This design comes from an exercise in tuning for small area, a short achievable clock period and few clock cycles on the open sky130 flow, not from production work. The RTL was checked by simulation tests, not by an equivalence proof against the original design. Power figures rest on the tool's default switching activity, not on a simulated workload.

## flow/config.mk

```make
export PLATFORM = sky130hd
export DESIGN_NAME = queue_mac_controller
export DESIGN_NICKNAME = queue_mac_controller
export VERILOG_FILES = /design/flow/design.v
export SDC_FILE = /design/flow/constraint.sdc
export NUM_CORES = 4
export LEC_CHECK = 0
export CAP_MARGIN = 20
export CORE_MARGIN = 2
export CORE_UTILIZATION = 30
export SLEW_MARGIN = 20
```

## flow/constraint.sdc

```tcl
create_clock -name core_clock -period 9.0 [get_ports {clk}]
set_input_delay 1.8000 -clock core_clock [delete_from_list [all_inputs] [get_ports {clk}]]
set_output_delay 1.8000 -clock core_clock [all_outputs]
set_load 0.01 [all_outputs]
```

## flow/design.v

```verilog
`timescale 1ns / 1ps
module booth_digit (
    input  [2:0] t,             
    output [3:0] sel            
    );
    assign sel[0] = ~t[2] & (t[1] ^ t[0]);
    assign sel[1] = ~t[2] &  t[1] &  t[0];
    assign sel[2] =  t[2] & (t[1] ^ t[0]);
    assign sel[3] =  t[2] & ~t[1] & ~t[0];
endmodule
module mac_cs (
    input  [7:0]  p,
    input  [9:0]  np,
    input  [15:0] sel,           
    input  [20:0] x_s,
    input  [20:0] x_c,
    output [20:0] s,
    output [20:0] c
    );
    wire [9:0] p1  = {2'b00, p};
    wire [9:0] p2  = {1'b0, p, 1'b0};
    wire [9:0] n2  = {np[8:0], 1'b0};
    wire [20:0] row [0:3];
    genvar j;
    generate for (j = 0; j < 4; j = j + 1) begin : g_pp
        wire [3:0] d = sel[4*j+3:4*j];
        wire [9:0] v = ({10{d[0]}} & p1) | ({10{d[1]}} & p2) |
                       ({10{d[2]}} & np) | ({10{d[3]}} & n2);
        wire [9:0] e = {~v[9], v[8:0]};
        assign row[j] = {11'd0, e} << (2*j);
    end endgenerate
    wire [20:0] s1 = x_s ^ x_c ^ row[0];
    wire [20:0] c1 = {(x_s[19:0] & x_c[19:0]) | (x_s[19:0] & row[0][19:0]) | (x_c[19:0] & row[0][19:0]), 1'b0};
    wire [20:0] s2 = row[1] ^ row[2] ^ row[3];
    wire [20:0] c2 = {(row[1][19:0] & row[2][19:0]) | (row[1][19:0] & row[3][19:0]) | (row[2][19:0] & row[3][19:0]), 1'b0};
    wire [20:0] s3 = s1 ^ c1 ^ s2;
    wire [20:0] c3 = {(s1[19:0] & c1[19:0]) | (s1[19:0] & s2[19:0]) | (c1[19:0] & s2[19:0]), 1'b0};
    assign s = s3 ^ c3 ^ c2;
    assign c = {(s3[19:0] & c3[19:0]) | (s3[19:0] & c2[19:0]) | (c3[19:0] & c2[19:0]), 1'b0};
endmodule
`timescale 1ns / 1ps
module queue_mac_controller #(parameter data_size= 8, out_data_size= 24, img_address_size = 14, weight_address_size = 8,out_address_size = 17,img_size = 128) (
    input clk,
    input rst,
    input start,
    input [data_size-1:0] img_data,
    input [data_size-1:0] weight_data,
    output [img_address_size -1:0] img_address,
    output [weight_address_size-1:0] weight_address,
    output img_data_ena,
    output weight_data_ena,
    output reg done,
    output reg data_validity,
    output reg [out_address_size-1:0] out_address,
    output [out_data_size-1:0] out_data
    );
    reg        busy;       
    reg        wld;        
    reg [1:0]  q;          
    reg        iss;        
    reg [2:0]  ph;         
    reg [6:0]  c;          
    reg [6:0]  r;          
    reg [6:0]  ra;         
    reg [4:0]  waddr;
    reg        wena;
    wire last_ph = (ph == 3'd5);
    wire last_c  = (c == 7'd127);
    wire last_r  = (r == 7'd122);
    wire iss_end = last_ph & last_c & last_r;
    reg        busy_n, wld_n, iss_n;
    reg [1:0]  q_n;
    reg [2:0]  ph_n;
    reg [6:0]  c_n, r_n, ra_n;
    reg  go;
    wire begin_img = go;
    always @(*) begin
        busy_n = busy; wld_n = wld; iss_n = iss; q_n = q;
        ph_n = last_ph ? 3'd0 : ph + 3'd1;
        c_n = c; r_n = r; ra_n = ra;
        if (begin_img) begin
            busy_n = 1'b1; wld_n = 1'b1; iss_n = 1'b0; q_n = 2'd0; ph_n = 3'd0;
            c_n = 7'd0; r_n = 7'd0; ra_n = 7'd0;
        end else if (done) begin
            busy_n = 1'b0; wld_n = 1'b0; iss_n = 1'b0;
        end else if (busy) begin
            if (last_ph) q_n = q + 2'd1;
            if (wld && last_ph && q == 2'd3) begin
                wld_n = 1'b0;
                iss_n = 1'b1;
            end
            if (iss) begin
                if (iss_end) iss_n = 1'b0;
                if (last_ph) begin
                    c_n = c + 7'd1;
                    if (last_c) begin
                        r_n  = r + 7'd2;
                        ra_n = r + 7'd2;
                    end else
                        ra_n = r;
                end else
                    ra_n = ra + 7'd1;
            end
        end
    end
    reg [4:0] wbase;
    always @(*) begin
        case (ph_n)
            3'd2:    wbase = 5'd5;
            3'd3:    wbase = 5'd10;
            3'd4:    wbase = 5'd15;
            3'd5:    wbase = 5'd20;
            default: wbase = 5'd0;
        endcase
        waddr = wbase + (iss_n ? 5'd4 : {3'b000, ~q_n});
    end
    reg [4:0] waddr_q;
    always @(posedge clk) begin
        if (rst) begin
            go   <= 1'b0;
            busy <= 1'b0;
            wld  <= 1'b0;
            iss  <= 1'b0;
            wena <= 1'b0;
        end else begin
            go   <= start & ~go & (~busy | done);
            busy <= busy_n;
            wld  <= wld_n;
            iss  <= iss_n;
            wena <= (wld_n | iss_n) & (ph_n != 3'd0);
        end
        q  <= q_n;
        ph <= ph_n;
        c  <= c_n;
        r  <= r_n;
        ra <= ra_n;
        waddr_q <= waddr;
    end
    assign img_address     = {ra, c};
    assign img_data_ena    = iss;
    assign weight_address  = {3'b000, waddr_q};
    assign weight_data_ena = wena;
    reg [2:0] f_zero, f_wld;             
    reg [3:0] f_first;                   
    reg [5:0] f_col, f_last;             
    reg [6:0] f_cend;                    
    reg       out_b;
    always @(posedge clk) begin
        if (rst) begin
            f_zero  <= 3'd0;
            f_wld   <= 3'd0;
            f_first <= 4'd0;
            f_col   <= 6'd0;
            f_last  <= 6'd0;
            f_cend  <= 7'd0;
            out_b   <= 1'b0;
            data_validity <= 1'b0;
            done    <= 1'b0;
        end else begin
            f_zero  <= {f_zero[1:0],  busy & (ph == 3'd0)};
            f_wld   <= {f_wld[1:0],   wld};
            f_first <= {f_first[2:0], iss & (ph == 3'd1)};
            f_col   <= {f_col[4:0],   iss & last_ph & (c >= 7'd4)};
            f_last  <= {f_last[4:0],  iss & iss_end};
            f_cend  <= {f_cend[5:0],  iss & last_ph & last_c};
            out_b   <= f_col[5];
            data_validity <= f_col[4] | f_col[5];
            done    <= f_last[5];
        end
    end
    reg [7:0] pix, pixd, pixdd, wt, wtd;
    reg [9:0] npd, npdd;
    always @(posedge clk) begin
        pix   <= img_data;
        pixd  <= pix;
        pixdd <= pixd;
        npd   <= ~{2'b00, pix} + 10'd1;
        npdd  <= npd;
        wt    <= f_zero[1] ? 8'd0 : weight_data;
        wtd   <= wt;
    end
    reg [31:0] wr0, wr1, wr2, wr3, wr4, wr5;
    always @(posedge clk) begin
        wr0 <= wr1;
        wr1 <= wr2;
        wr2 <= wr3;
        wr3 <= wr4;
        wr4 <= wr5;
        wr5 <= f_wld[2] ? {wr0[23:0], wt} : wr0;
    end
    wire [39:0] wrow = {wtd, wr5};
    wire [79:0] sel;                
    genvar gb, gj;
    generate for (gb = 0; gb < 5; gb = gb + 1) begin : g_w
        wire [8:0] wx = {wrow[8*gb+7:8*gb], 1'b0};
        for (gj = 0; gj < 4; gj = gj + 1) begin : g_d
            booth_digit bd (.t(wx[2*gj+2:2*gj]), .sel(sel[16*gb+4*gj+3:16*gb+4*gj]));
        end
    end endgenerate
    localparam [20:0] START_A = 21'd835072;    
    localparam [20:0] START_B = 21'd791552;    
    wire first = f_first[3];
    wire shift = f_col[4];       
    reg  [20:0] as [0:4], ac [0:4], bs [0:4], bc [0:4];
    wire [20:0] as_n [0:4], ac_n [0:4], bs_n [0:4], bc_n [0:4];
    reg  [20:0] axs [0:4], axc [0:4], bxs [0:4], bxc [0:4];
    integer k;
    always @(*) begin
        axs[0] = first ? START_A : as[0];
        axc[0] = first ? 21'd0   : ac[0];
        bxs[0] = first ? START_B : bs[0];
        bxc[0] = first ? 21'd0   : bc[0];
        for (k = 1; k < 5; k = k + 1) begin
            axs[k] = first ? as[k-1] : as[k];
            axc[k] = first ? ac[k-1] : ac[k];
            bxs[k] = first ? bs[k-1] : bs[k];
            bxc[k] = first ? bc[k-1] : bc[k];
        end
        if (shift) begin
            axs[4] = bs[4];
            axc[4] = bc[4];
        end
    end
    generate for (gb = 0; gb < 5; gb = gb + 1) begin : g_mac
        mac_cs ma (.p(pixdd), .np(npdd), .sel(sel[16*gb+15:16*gb]),
                   .x_s(axs[gb]), .x_c(axc[gb]), .s(as_n[gb]), .c(ac_n[gb]));
        mac_cs mb (.p(pixd),  .np(npd),  .sel(sel[16*gb+15:16*gb]),
                   .x_s(bxs[gb]), .x_c(bxc[gb]), .s(bs_n[gb]), .c(bc_n[gb]));
    end endgenerate
    always @(posedge clk) begin
        for (k = 0; k < 5; k = k + 1) begin
            as[k] <= as_n[k];
            ac[k] <= ac_n[k];
            bs[k] <= bs_n[k];
            bc[k] <= bc_n[k];
        end
    end
    reg [20:0] res;
    always @(posedge clk) res <= as[4] + ac[4];
    assign out_data = {{3{res[20]}}, res};
    always @(posedge clk) begin
        if (rst || !busy || begin_img) out_address <= 0;
        else if (data_validity) begin
            if (!out_b)                    out_address <= out_address + 17'd124;
            else if (f_cend[6])            out_address <= out_address + 17'd1;
            else                           out_address <= out_address - 17'd123;
        end
    end
endmodule
```

## flow/run.sh

```bash
#!/bin/bash
# synth_recipe.tcl (not shown) runs the flow's synth.tcl, then flattens the netlist and writes it again
# the make line also repeats each setting of config.mk as NAME=value (left out here)
make -C /OpenROAD-flow-scripts/flow DESIGN_CONFIG=/design/flow/config.mk WORK_HOME=/design/flow/orfs CLKGATE_MAP_FILE= SYNTH_SCRIPT=/design/flow/synth_recipe.tcl finish
```

==> qor.yml <==
ys_warn_count: 18
finalHoldViolations: 0
fmax_mhz: 236
cp_data_arrival_time_ns: 4.83
whs_ns: 0.313
cts_tree: "done"
p_sw_mw: 4.39
clk_latency_ns: 0.74
drv_cap: 0
finalWirelength_mm: 143
drt.antenna.violating_nets: 0
dieArea_um2: 160000
layout.cells.non_filler: 6697
switching_share: 0.348
pwr-share-clk: 0.299
power.density_nw_per_um2: 238
drc: 0
worstHoldStart: "wr3[16]"
worstSetupStartpointType: "flop"
vias: 34953
dr_wl_met2_mm: 66.5
gp_congestion: 0.860
clk_pin_slew_ns: 0.06
layout-drive-gt1-share: 0.147
fin_crit_sh: 0.471
grt_pass1_wl_mm: 220
postSynth.asyncResetShare: 0
p_total_mw: 12.6
comb_power_share: 0.340
multiInputGateArea_um2: 28900
die_y_um: 401
first_pass_iters: 6
drv_slew: 0
seqPwrFrac: 0.361
hp-class: "flop to flop"
ys_seq_elements: 744
crit_slowest_cell: "buf_4"
regArea_um2: 14900
relSlewSlack: 0.254
crit_chain: "buf_4, buf_4, mux2i_1, o21ai_0, fa_1, inv_1, fa_1, inv_1, fa_1"
yosysUniqueCellTypes: 73
io_buffer_count: 82
area_growth_pct: 12.3
post-cts-setup-buffer-count: 0
cts_hold_buf: 0
drt_iter0_markers: 3186
dp_hpwl_mm: 94.3
post_cts_resize_count: 0
overflow: 0
intPower_mw: 8.21
wl_per_cell_um: 21.4
crit_fanout: 55
cts_root_buf: "clkbuf_16"
routedLengthMet1_mm: 58.9
syn-cell-area_um2: 47200
grt_antenna_before_repair: 5
worstPathRequired_ns: 9.58
vias_per_cell: 5.22
layout_setup_ws_ns: 4.76
ys_seq_area_frac: 0.316
critPathMostFrequentCell: "fa_1"
cts_made_buffers: 85
crit_start: "f_first[3]"
numClockSinks: 744
criticalPathCategory: "flop to flop"
fin_area_um2: 53000
num-nets-final: 5299
ctsLongestPathBuffers: 3
p_leak_nw: 22.7
rr_startpoint: "f_first[3]"
die_w_um: 401
fillers: 15528
core_um2: 156000
rows: 145
dp_cells: 6539
placed_area_um2: 49900
avgSynthCellArea_um2: 10.0
io_pins: 86
routed.top_layer: "met5"
synth_top_flop_cell: "dfxtp_1"
cpPeakStageDelay_ns: 0.78
gr-usage-all-layers: 0.177
synth-edff-count: 0
start_util: 0.302
finalCriticalPeriod_ns: 4.24
tightest_slew_ns: 1.12
htreeDepth: 3
status: "complete, no violations"
setup_violations: 0
rsz0062_at_grt: "no"
grt_pass1_vias: 35425
tns_ns: 0
grt_max_degree: 161
final_util: 0.339
syn_inst: 4719
crit_path_end_kind: "flop"
wl_met3_mm: 11.5
fin_worst_skew_ns: 0.0556
irDropWorstVdd_mv: 0.163
post-place-ws_ns: 4.84
## state kept, by name (all words and copies together) (netlist names), 8 cells and up
name / flops
npdd: 10
as: 105
wr1: 32
wr0: 32
npd: 10
bc: 90
wr2: 32
wr5: 32
wtd: 8
pix: 8
out_address: 17
wt: 8
wr4: 32
bs: 105
ac: 90
res: 21
wr3: 32
## cell usage after synthesis, drive strengths merged (3+ instances only)
| cell | instances | area (um2) |
|---|---|---|
| buf | 70 | 302 |
| o31ai | 3 | 22.5 |
| xnor2 | 46 | 403 |
| xor2 | 52 | 455 |
| nor2b | 135 | 845 |
| a311oi | 4 | 35.0 |
| fa | 372 | 7450 |
| nor2 | 139 | 524 |
| a22o | 134 | 1170 |
| nor3 | 15 | 75.1 |
| a21o | 85 | 638 |
| mux2 | 368 | 4140 |
| nand4 | 9 | 56.3 |
| a211o | 3 | 26.3 |
| o21a | 5 | 37.5 |
| nor3b | 3 | 22.5 |
| nor4 | 4 | 31.3 |
| ha | 339 | 4240 |
| and2 | 39 | 244 |
| clkbuf | 353 | 1330 |
| a221o | 17 | 170 |
| nand2 | 245 | 920 |
| o21bai | 4 | 33.8 |
| a21boi | 3 | 22.5 |
| dfxtp | 744 | 14900 |
| a211oi | 45 | 338 |
| o211ai | 8 | 60.1 |
| nand3 | 49 | 245 |
| inv | 507 | 1900 |
| o21ai | 183 | 920 |
| a221oi | 99 | 867 |
| a31oi | 18 | 113 |
| mux2i | 178 | 1780 |
| or2 | 19 | 119 |
| o22ai | 3 | 18.8 |
| mux4 | 6 | 135 |
| nand3b | 14 | 105 |
| nand2b | 13 | 81.3 |
| a22oi | 145 | 1090 |
| and3 | 8 | 50.1 |
| a21oi | 203 | 1020 |
| clkinv | 3 | 11.3 |
## layer usage
| layer | track usage | up-vias |
|---|---|---|
| li1 | - | 15768 |
| met1 | 0.226 | 17265 |
| met2 | 0.289 | 1524 |
| met3 | 0.0320 | 392 |
| met4 | 0.0799 | 4 |
| met5 | 0 | - |
## cell families after synthesis
group / count (synthesis) / share of synthesized area
compound gates: 977 / 0.142
buf+inv: 933 / 0.0751
flops: 744 / 0.316
fa+ha+maj: 711 / 0.248
simple gates: 703 / 0.0723
mux: 552 / 0.128
xor+xnor: 98 / 0.0182
other cells: 1 / 0.0000795
## layout make-up
cell class / instances / share of cell area
Clock buffer: 109 / 0.0441
Inverter: 510 / 0.0361
Sequential cell: 744 / 0.282
Timing Repair Buffer: 184 / 0.0306
Tap cell: 2058 / 0.0486
Clock inverter: 45 / 0.0140
Multi-Input combinational cell: 3044 / 0.545
Antenna cell: 3 / 0.000142
## placed cells by master, fill, tap and decap left out, drive strengths merged, types with 134 or more instances in the layout
master  instances
ha            339
fa            372
a22o          134
mux2          368
nor2b         135
dfxtp         744
o21ai         183
inv           510
mux2i         178
nor2          139
nand2         245
a22oi         145
a21oi         203
## power groups by stage
stage	registers, mW	logic (mW)	clock network (mW)
after floorplan	4.36	3.09	0
after global placement	4.61	4.12	0
after detailed placement	4.62	4.32	0
after CTS	4.55	4.36	3.86
after global routing	4.62	5.02	3.99
final	4.55	4.28	3.77
## worst max-delay path, delay by kind of cell (launching register included)
kind	cells	cell delay, ns
fa+ha+maj	3	1.44
buf+inv	4	1.42
flops	1	0.76
mux	1	0.26
compound gates	1	0.13
## path summary, 6_finish.rpt
path                                  to  depth (start not counted)  slack (ns)
worst min-delay path             wr2[16]                          0        0.31
worst max register to register  as[4][6]                          9        4.76
worst min register to register   wr2[16]                          0        0.31
worst max-delay path            as[4][6]                          9        4.76
Testbench counts, summed over its fixed seeds: cycles 762,368.

-- what the ideal ports hide --
The flow's constraints put no driver on any port. The routed layout listed below was extracted and timed again, unchanged, in two steps.
Step 1: set_driving_cell puts a clkbuf_16 on clk and a buf_2 on each other input, an assumption about the parent block.
Step 2 adds t to the input delays and takes it off the output delays; t is the mean of the earliest and latest rising clock arrival at the registers after step 1. Input paths then give back, and output paths get back, about the clock's delay inside the block.
Slacks: ideal ports / drivers / drivers and shift; pairs: ideal ports / drivers.
t, ns: 0.794
setup WS [ns]: 4.757 / 4.757 / 4.757
slew at the worst register clock pin (ns): 0.07 / 0.07
After both steps this run still meets setup and hold. The setup slack of this run moves by 0.000 ns with the drivers and by 0.000 ns with both steps.
